From an optimization exercise on the open Yosys and OpenROAD flow, aimed at small area; shortcuts taken in it are not production practice. Function was checked by simulation only, so behaviour that the tests miss may differ from the original. The clock port is modelled as an ideal driver; clocking choices that lean on that would not hold on a real chip.

==> inputs of run a <==
// stopwatch
module stopwatch (
    input  logic        clk,
    input  logic        reset_n,
    input  logic        btn_start,
    input  logic        btn_stop,
    input  logic        btn_increment,
    input  logic        btn_clear,
    output logic [6:0]  seg,
    output logic [3:0]  an
);
    logic e_start, e_stop, e_inc, e_clr;
    sw_debounce d_start (.clk(clk), .reset_n(reset_n), .btn_in(btn_start),     .btn_edge(e_start));
    sw_debounce d_stop  (.clk(clk), .reset_n(reset_n), .btn_in(btn_stop),      .btn_edge(e_stop));
    sw_debounce d_inc   (.clk(clk), .reset_n(reset_n), .btn_in(btn_increment), .btn_edge(e_inc));
    sw_debounce d_clr   (.clk(clk), .reset_n(reset_n), .btn_in(btn_clear),     .btn_edge(e_clr));
    logic [9:0] refresh;
    always_ff @(posedge clk or negedge reset_n) begin
        if (!reset_n) refresh <= 10'd0;
        else          refresh <= refresh + 1'b1;
    end
    logic [6:0] dv;
    wire dv_end = dv[6] & (&dv[4:0]);
    always_ff @(posedge clk) begin
        if (!reset_n || dv_end)
            dv <= 7'd0;
        else
            dv <= {~dv[5:0], dv[0] ^ dv[6]};
    end
    wire tick = dv_end & ~refresh[2] & refresh[1] & refresh[0];
    logic run, incr;
    always_ff @(posedge clk or negedge reset_n) begin
        if (!reset_n) begin
            run <= 1'b0;
            incr <= 1'b0;
        end else begin
  ...
==> module stopwatch, before the edit <==
module stopwatch (
    input  logic        clk,
    input  logic        reset_n,
    input  logic        btn_start,
    input  logic        btn_stop,
    input  logic        btn_increment,
    input  logic        btn_clear,
    output logic [6:0]  seg,
    output logic [3:0]  an
);
    logic e_start, e_stop, e_inc, e_clr;
    sw_debounce d_start (.clk(clk), .reset_n(reset_n), .btn_in(btn_start),     .btn_edge(e_start));
    sw_debounce d_stop  (.clk(clk), .reset_n(reset_n), .btn_in(btn_stop),      .btn_edge(e_stop));
    sw_debounce d_inc   (.clk(clk), .reset_n(reset_n), .btn_in(btn_increment), .btn_edge(e_inc));
    sw_debounce d_clr   (.clk(clk), .reset_n(reset_n), .btn_in(btn_clear),     .btn_edge(e_clr));
    logic [9:0] refresh;
    always_ff @(posedge clk or negedge reset_n) begin
        if (!reset_n) refresh <= 10'd0;
        else          refresh <= refresh + 1'b1;
    end
    logic [6:0] dv;
    wire dv_end = dv[6] & (&dv[4:0]);
    always_ff @(posedge clk) begin
        if (!reset_n || dv_end)
            dv <= 7'd0;
        else
            dv <= {~dv[5:0], dv[0] ^ dv[6]};
    end
    wire tick = dv_end & ~refresh[2] & refresh[1] & refresh[0];
    logic run, incr;
    always_ff @(posedge clk or negedge reset_n) begin
        if (!reset_n) begin
            run <= 1'b0;
            incr <= 1'b0;
        end else begin
            run  <= ~e_clr & (run ? ~e_stop : (~incr & e_start));
            incr <= ~e_clr & ~run & ~incr & ~e_start & e_inc;
        end
    end
    logic [3:0] d0, d1, d2, d3;
    wire en0 = (run & tick) | incr;
    wire c0 = en0 & d0[3] & d0[0];
    wire c1 = c0 & d1[3] & d1[0];
    wire c2 = c1 & d2[3] & d2[0];
    wire c3 = c2 & d3[3] & d3[0];
    always_ff @(posedge clk or negedge reset_n) begin
        if (!reset_n) begin
            d0 <= 4'd0; d1 <= 4'd0; d2 <= 4'd0; d3 <= 4'd0;
        end else if (e_clr) begin
            d0 <= 4'd0; d1 <= 4'd0; d2 <= 4'd0; d3 <= 4'd0;
        end else begin
            if (en0) d0 <= c0 ? 4'd0 : d0 + 1'b1;
            if (c0)  d1 <= c1 ? 4'd0 : d1 + 1'b1;
            if (c1)  d2 <= c2 ? 4'd0 : d2 + 1'b1;
            if (c2)  d3 <= c3 ? 4'd0 : d3 + 1'b1;
        end
    end
    logic [3:0] digit;
    always_comb begin
        case (refresh[9:8])
            2'd0: begin an = 4'b1110; digit = d0; end
            2'd1: begin an = 4'b1101; digit = d1; end
            2'd2: begin an = 4'b1011; digit = d2; end
            default: begin an = 4'b0111; digit = d3; end
        endcase
    end
    always_comb begin
        case (digit)
            4'd0: seg = 7'b1000000;
            4'd1: seg = 7'b1111001;
            4'd2: seg = 7'b0100100;
            4'd3: seg = 7'b0110000;
            4'd4: seg = 7'b0011001;
            4'd5: seg = 7'b0010010;
            4'd6: seg = 7'b0000010;
            4'd7: seg = 7'b1111000;
            4'd8: seg = 7'b0000000;
            4'd9: seg = 7'b0010000;
            default: seg = digit[0] ? 7'b0010000 : 7'b0000000;
        endcase
    end
endmodule
==> flow/config.mk <==
export PLATFORM = sky130hd
export DESIGN_NAME = stopwatch
export DESIGN_NICKNAME = stopwatch
export VERILOG_FILES = /design/flow/design.v
export SDC_FILE = /design/flow/constraint.sdc
export NUM_CORES = 4
export LEC_CHECK = 0
export CAP_MARGIN = 20
export CORE_MARGIN = 2
export CORE_UTILIZATION = 40
export SLEW_MARGIN = 20
==> flow/constraint.sdc <==
create_clock -name core_clock -period 10.0 [get_ports {clk}]
set_input_delay 2.0000 -clock core_clock [delete_from_list [all_inputs] [get_ports {clk}]]
set_output_delay 2.0000 -clock core_clock [all_outputs]
set_load 0.01 [all_outputs]
standard.sh (not shown) runs the stock make flow with config.mk's settings and CLKGATE_MAP_FILE= SYNTH_SCRIPT=/design/flow/synth_recipe.tcl, a recipe that flattens the netlist after the stock synthesis.
==> flow/flow/run.sh <==
#!/bin/bash
# Own layout flow: the standard flow (standard.sh) with these changes.
#  1. After the standard synthesis, the combinational logic of its netlist is
#     re-mapped by Yosys/ABC with flow/remap.abc, four times with different
#     random seeds; the smallest result is used. Registers are untouched:
#     same instances, names and cell types.
#  2. Ports are buffered with buf_1 instead of the default buffer cell.
#  3. CTS uses clkbuf_8 and inserts no dummy loads; then flow/size_clk.tcl
#     gives each clock buffer the smallest clkbuf that keeps the estimated
#     clock-pin slew within 115 ps.
# Logs: flow_synth.log, flow_remap_S*.log, flow_finish.log here; each ORFS
# step also logs under orfs/logs/.
set -euo pipefail
here=$(pwd)
res=$here/orfs/results/$FLOW_PLATFORM/stopwatch/base
lib=$FLOW_HOME/platforms/$FLOW_PLATFORM/lib/sky130_fd_sc_hd__tt_025C_1v80.lib
YOSYS=$(command -v yosys || echo "$FLOW_HOME/../tools/install/yosys/bin/yosys")

bash standard.sh synth > "$here/flow_synth.log" 2>&1

cp "$res/1_2_yosys.v" "$here/std_1_2_yosys.v"
for s in 1 2 3 4; do
  sed "s#{SEED}#$s#" flow/remap.abc > "$here/remap_S$s.abc"
  sed -e "s#{LIB}#$lib#g" -e "s#{IN}#$here/std_1_2_yosys.v#" -e "s#{TOP}#$FLOW_TOP#g" \
      -e "s#{DONT_USE}#$(cat flow/dont_use.txt)#" -e "s#{SCRIPT}#$here/remap_S$s.abc#" \
      -e "s#{STAT}#$here/remap_stat_S$s.txt#" -e "s#{OUT}#$here/remapped_S$s.v#" flow/remap.ys > "$here/remap_S$s.ys"
  "$YOSYS" -s "$here/remap_S$s.ys" > "$here/flow_remap_S$s.log" 2>&1 &
done
wait
best=""; best_area=""
for s in 1 2 3 4; do
  a=$(grep -m1 "Chip area for module" "$here/remap_stat_S$s.txt" | awk '{print $NF}')
  echo "seed $s area $a"
  if [[ -z "$best" ]] || awk -v a="$a" -v b="$best_area" 'BEGIN{exit !(a<b)}'; then best=$s; best_area=$a; fi
done > "$here/remap_choice.log"
best=$(sort -k4 -g "$here/remap_choice.log" | head -1 | awk '{print $2}')
echo "using seed $best" >> "$here/remap_choice.log"
cp "$here/remapped_S$best.v" "$res/1_2_yosys.v"
rm -f "$res/1_synth.odb"

bash standard.sh \
  "BUFFER_PORTS_ARGS=-buffer_cell sky130_fd_sc_hd__buf_1" \
  "CTS_ARGS=-sink_clustering_enable -repair_clock_nets -dont_use_dummy_load -buf_list sky130_fd_sc_hd__clkbuf_8" \
  "POST_CTS_TCL=$here/flow/size_clk.tcl" \
  FLOW_CLK_SLEW_NS=0.115 \
  finish > "$here/flow_finish.log" 2>&1
==> flow/flow/remap.abc <==
strash
&get -n
&deepsyn -T 30 -S {SEED}
&put
dch -f
amap
topo
dnsize
==> flow/flow/size_clk.tcl <==
# After CTS: give each clock buffer the smallest clkbuf cell that keeps the
# estimated slew at every register clock pin at or below FLOW_CLK_SLEW_NS.
# Leaves first, then the root.
set target $::env(FLOW_CLK_SLEW_NS)
set sizes {sky130_fd_sc_hd__clkbuf_2 sky130_fd_sc_hd__clkbuf_4 sky130_fd_sc_hd__clkbuf_8 sky130_fd_sc_hd__clkbuf_16}
proc max_clk_slew {} {
  set mx 0
  foreach p [get_pins -hierarchical */CLK] {
    foreach s [get_property $p slew_max_rise] { if {$s > $mx} { set mx $s } }
    foreach s [get_property $p slew_max_fall] { if {$s > $mx} { set mx $s } }
  }
  return $mx
}
set bufs {}
set root {}
foreach inst [get_cells clkbuf_*] {
  set n [get_full_name $inst]
  if {[string match "clkbuf_0_*" $n]} { lappend root $n } else { lappend bufs $n }
}
estimate_parasitics -placement
puts "clock sizing: start slew [max_clk_slew]"
foreach n [concat $bufs $root] {
  set orig [get_property [get_cells $n] ref_name]
  set done 0
  foreach m $sizes {
    if {$m eq $orig} { break }
    replace_cell $n $m
    estimate_parasitics -placement
    if {[max_clk_slew] <= $target} { puts "clock sizing: $n $orig -> $m"; set done 1; break }
  }
  if {!$done} { replace_cell $n $orig; estimate_parasitics -placement }
}
puts "clock sizing: final slew [max_clk_slew]"
detailed_placement
check_placement -verbose
estimate_parasitics -placement
Other scripts of this flow, unchanged in this note and not shown: flow/flow/dont_use.txt, flow/flow/remap.ys
==> inputs of run b, as changes to run a <==
--- a/flow/design.v
+++ b/flow/design.v
@@ -45,6 +45,10 @@
     logic [9:0] refresh;
     always_ff @(posedge clk or negedge reset_n) begin
-        if (!reset_n) refresh <= 10'd0;
-        else          refresh <= refresh + 1'b1;
+        if (!reset_n) refresh[9:8] <= 2'd0;
+        else          refresh[9:8] <= refresh[9:8] + {1'b0, &refresh[7:0]};
+    end
+    always_ff @(posedge clk) begin
+        if (!reset_n) refresh[7:0] <= 8'd0;
+        else          refresh[7:0] <= refresh[7:0] + 1'b1;
     end
     logic [6:0] dv;
--- a/flow/flow/run.sh
+++ b/flow/flow/run.sh
@@ -8,5 +8,5 @@
 #  3. CTS uses clkbuf_8 and inserts no dummy loads; then flow/size_clk.tcl
 #     gives each clock buffer the smallest clkbuf that keeps the estimated
-#     clock-pin slew within 115 ps.
+#     clock-pin slew within 118 ps.
 # Logs: flow_synth.log, flow_remap_S*.log, flow_finish.log here; each ORFS
 # step also logs under orfs/logs/.
@@ -43,4 +43,4 @@
   "CTS_ARGS=-sink_clustering_enable -repair_clock_nets -dont_use_dummy_load -buf_list sky130_fd_sc_hd__clkbuf_8" \
   "POST_CTS_TCL=$here/flow/size_clk.tcl" \
-  FLOW_CLK_SLEW_NS=0.115 \
+  FLOW_CLK_SLEW_NS=0.118 \
   finish > "$here/flow_finish.log" 2>&1
--- a/flow/flow/size_clk.tcl
+++ b/flow/flow/size_clk.tcl
@@ -1,4 +1,5 @@
 # After CTS: give each clock buffer the smallest clkbuf cell that keeps the
-# estimated slew at every register clock pin at or below FLOW_CLK_SLEW_NS.
+# estimated slew at every register clock pin at or below FLOW_CLK_SLEW_NS
+# (or the slew before sizing, if that is higher).
 # Leaves first, then the root.
 set target $::env(FLOW_CLK_SLEW_NS)
@@ -19,5 +20,7 @@
 }
 estimate_parasitics -placement
-puts "clock sizing: start slew [max_clk_slew]"
+set start [max_clk_slew]
+if {$start > $target} { set target $start }
+puts "clock sizing: start slew $start, limit $target"
 foreach n [concat $bufs $root] {
   set orig [get_property [get_cells $n] ref_name]
==> inputs of run c, as changes to run a <==
==> flow/flow/run.sh (replaced) <==
#!/bin/bash
# Own layout flow: the standard flow (standard.sh) with three changes.
#  1. After the standard synthesis, the combinational logic of its netlist is
#     re-mapped by Yosys/ABC with flow/remap.abc (registers are untouched:
#     same instances, names and cell types).
#  2. Ports are buffered with buf_1 instead of the default buffer cell.
#  3. CTS uses clkbuf_8 and inserts no dummy loads.
# Logs: flow_synth.log, flow_remap.log, flow_finish.log here; each ORFS step
# also logs under orfs/logs/.
set -euo pipefail
here=$(pwd)
res=$here/orfs/results/$FLOW_PLATFORM/stopwatch/base
lib=$FLOW_HOME/platforms/$FLOW_PLATFORM/lib/sky130_fd_sc_hd__tt_025C_1v80.lib
YOSYS=$(command -v yosys || echo "$FLOW_HOME/../tools/install/yosys/bin/yosys")

bash standard.sh synth > "$here/flow_synth.log" 2>&1

cp "$res/1_2_yosys.v" "$here/std_1_2_yosys.v"
sed -e "s#{LIB}#$lib#g" -e "s#{IN}#$here/std_1_2_yosys.v#" -e "s#{TOP}#$FLOW_TOP#g" \
    -e "s#{DONT_USE}#$(cat flow/dont_use.txt)#" -e "s#{SCRIPT}#$here/flow/remap.abc#" \
    -e "s#{STAT}#$here/remap_stat.txt#" -e "s#{OUT}#$here/remapped.v#" flow/remap.ys > remap_run.ys
"$YOSYS" -s remap_run.ys > "$here/flow_remap.log" 2>&1
cp "$here/remapped.v" "$res/1_2_yosys.v"
rm -f "$res/1_synth.odb"

bash standard.sh \
  "BUFFER_PORTS_ARGS=-buffer_cell sky130_fd_sc_hd__buf_1" \
  "CTS_ARGS=-sink_clustering_enable -repair_clock_nets -dont_use_dummy_load -buf_list sky130_fd_sc_hd__clkbuf_8" \
  finish > "$here/flow_finish.log" 2>&1
==> flow/flow/remap.abc (replaced) <==
strash
&get -n
&deepsyn -T 30
&put
dch -f
amap
topo
dnsize
removed: flow/flow/size_clk.tcl
==> flow_metrics.env <==
export IMPL_cp_cell_sequence="clkinv_1 -> nand2_1 -> o22ai_1 -> nor2_1 -> clkinv_1 -> nor2_1 -> nor3_1 -> o21ai_0 -> clkinv_1 -> nor3_1 -> buf_1"
export IMPL_viasPerCell=4.81
export IMPL_p_total_uw=669
export IMPL_clk_latency_ns=0.36
export IMPL_seq_area_mm2=0.00232
export IMPL_dp_hpwl_mm=3.56
export IMPL_worst_pin_slew_ns=0.503
export IMPL_grt_pass1_vias=2049
export IMPL_status="complete, no violations"
export IMPL_layout_nonclk_buf_share_pct=1.85
export IMPL_die_h_um=96.1
export IMPL_multi_input_gates=201
export IMPL_arrival_ns=2.41
the above is filed under run c

==> flow_metrics.env <==
export IMPL_p_clk_uw=198
export IMPL_antenna_found_initial=0
export IMPL_die_h_um=95.9
export IMPL_p_total_uw=666
export IMPL_rsz0062_at_grt="false"
export IMPL_multi_input_gates=201
export IMPL_fin_skew_ns=0.0388
export IMPL_dp_hpwl_mm=3.49
export IMPL_io_pins=17
export IMPL_status="complete, no violations"
export IMPL_netlist_area_mm2=0.00337
export IMPL_grt_pass1_vias=2073
export IMPL_synthesis_instances=329
export IMPL_cp_cell_sequence="clkinv_1 -> nand2_1 -> o22ai_1 -> nor2_1 -> clkinv_1 -> nand2_1 -> a21oi_1 -> o31a_1 -> o21ai_0 -> clkinv_1 -> nor2_1 -> buf_1"
export IMPL_clk_latency_ns=0.36
export IMPL_cpPeakStageDelay_ns=0.37
export IMPL_path_max_fanout=6
export IMPL_viasPerCell=4.77
the above is filed under run a

==> flow_metrics.env <==
export IMPL_die_h_um=95.5
export IMPL_p_total_uw=646
export IMPL_met2_usage_pct=18.7
export IMPL_wirelength_mm=5.11
export IMPL_arrival_ns=2.59
export IMPL_dp_hpwl_mm=3.62
export IMPL_pwr_share_seq_pct=70.1
export IMPL_wl_met3_um=240
export IMPL_multi_input_gates=204
export IMPL_status="complete, no violations"
export IMPL_seq_area_mm2=0.00228
export IMPL_timing_final_hold_violations=0
export IMPL_grt_pass1_vias=2012
export IMPL_viasPerCell=4.79
export IMPL_clk_latency_ns=0.51
export IMPL_synth_nets=337
export IMPL_worst_pin_slew_ns=0.605
export IMPL_cp_cell_sequence="clkinv_1 -> nand2_1 -> o22ai_1 -> nor2_1 -> o21ai_0 -> o22ai_1 -> nor2_1 -> o21ai_0 -> clkinv_1 -> nor2_1 -> nor3_1 -> buf_1"
the above is filed under run b

re-timing with driven ports:
The results above use ideal ports. As a check the final layouts listed here were re-extracted and re-timed, cells and wires unchanged.
Step 1 sets driving cells, clkbuf_16 on the clock port and buf_2 on the other inputs (assumed; they add their load-dependent delay and slew).
Step 2 adds t to the input delays and takes it off the output delays; t is the mean of the earliest and latest rising clock arrival at the registers after step 1. Input paths then give back, and output paths get back, about the clock's delay inside the block.
Slacks: ideal ports / drivers / drivers and shift; pairs: ideal ports / drivers.
run	t, ns	slack for setup (ns)	worst hold slack (ns)
run a	0.377	5.786 / 5.755 / 6.132	0.344 / 0.344 / 0.344
run b	0.517	5.406 / 5.378 / 5.895	0.336 / 0.336 / 0.336
run c	0.373	5.594 / 5.562 / 5.936	0.345 / 0.345 / 0.345
After both steps setup and hold are still met in every run listed.
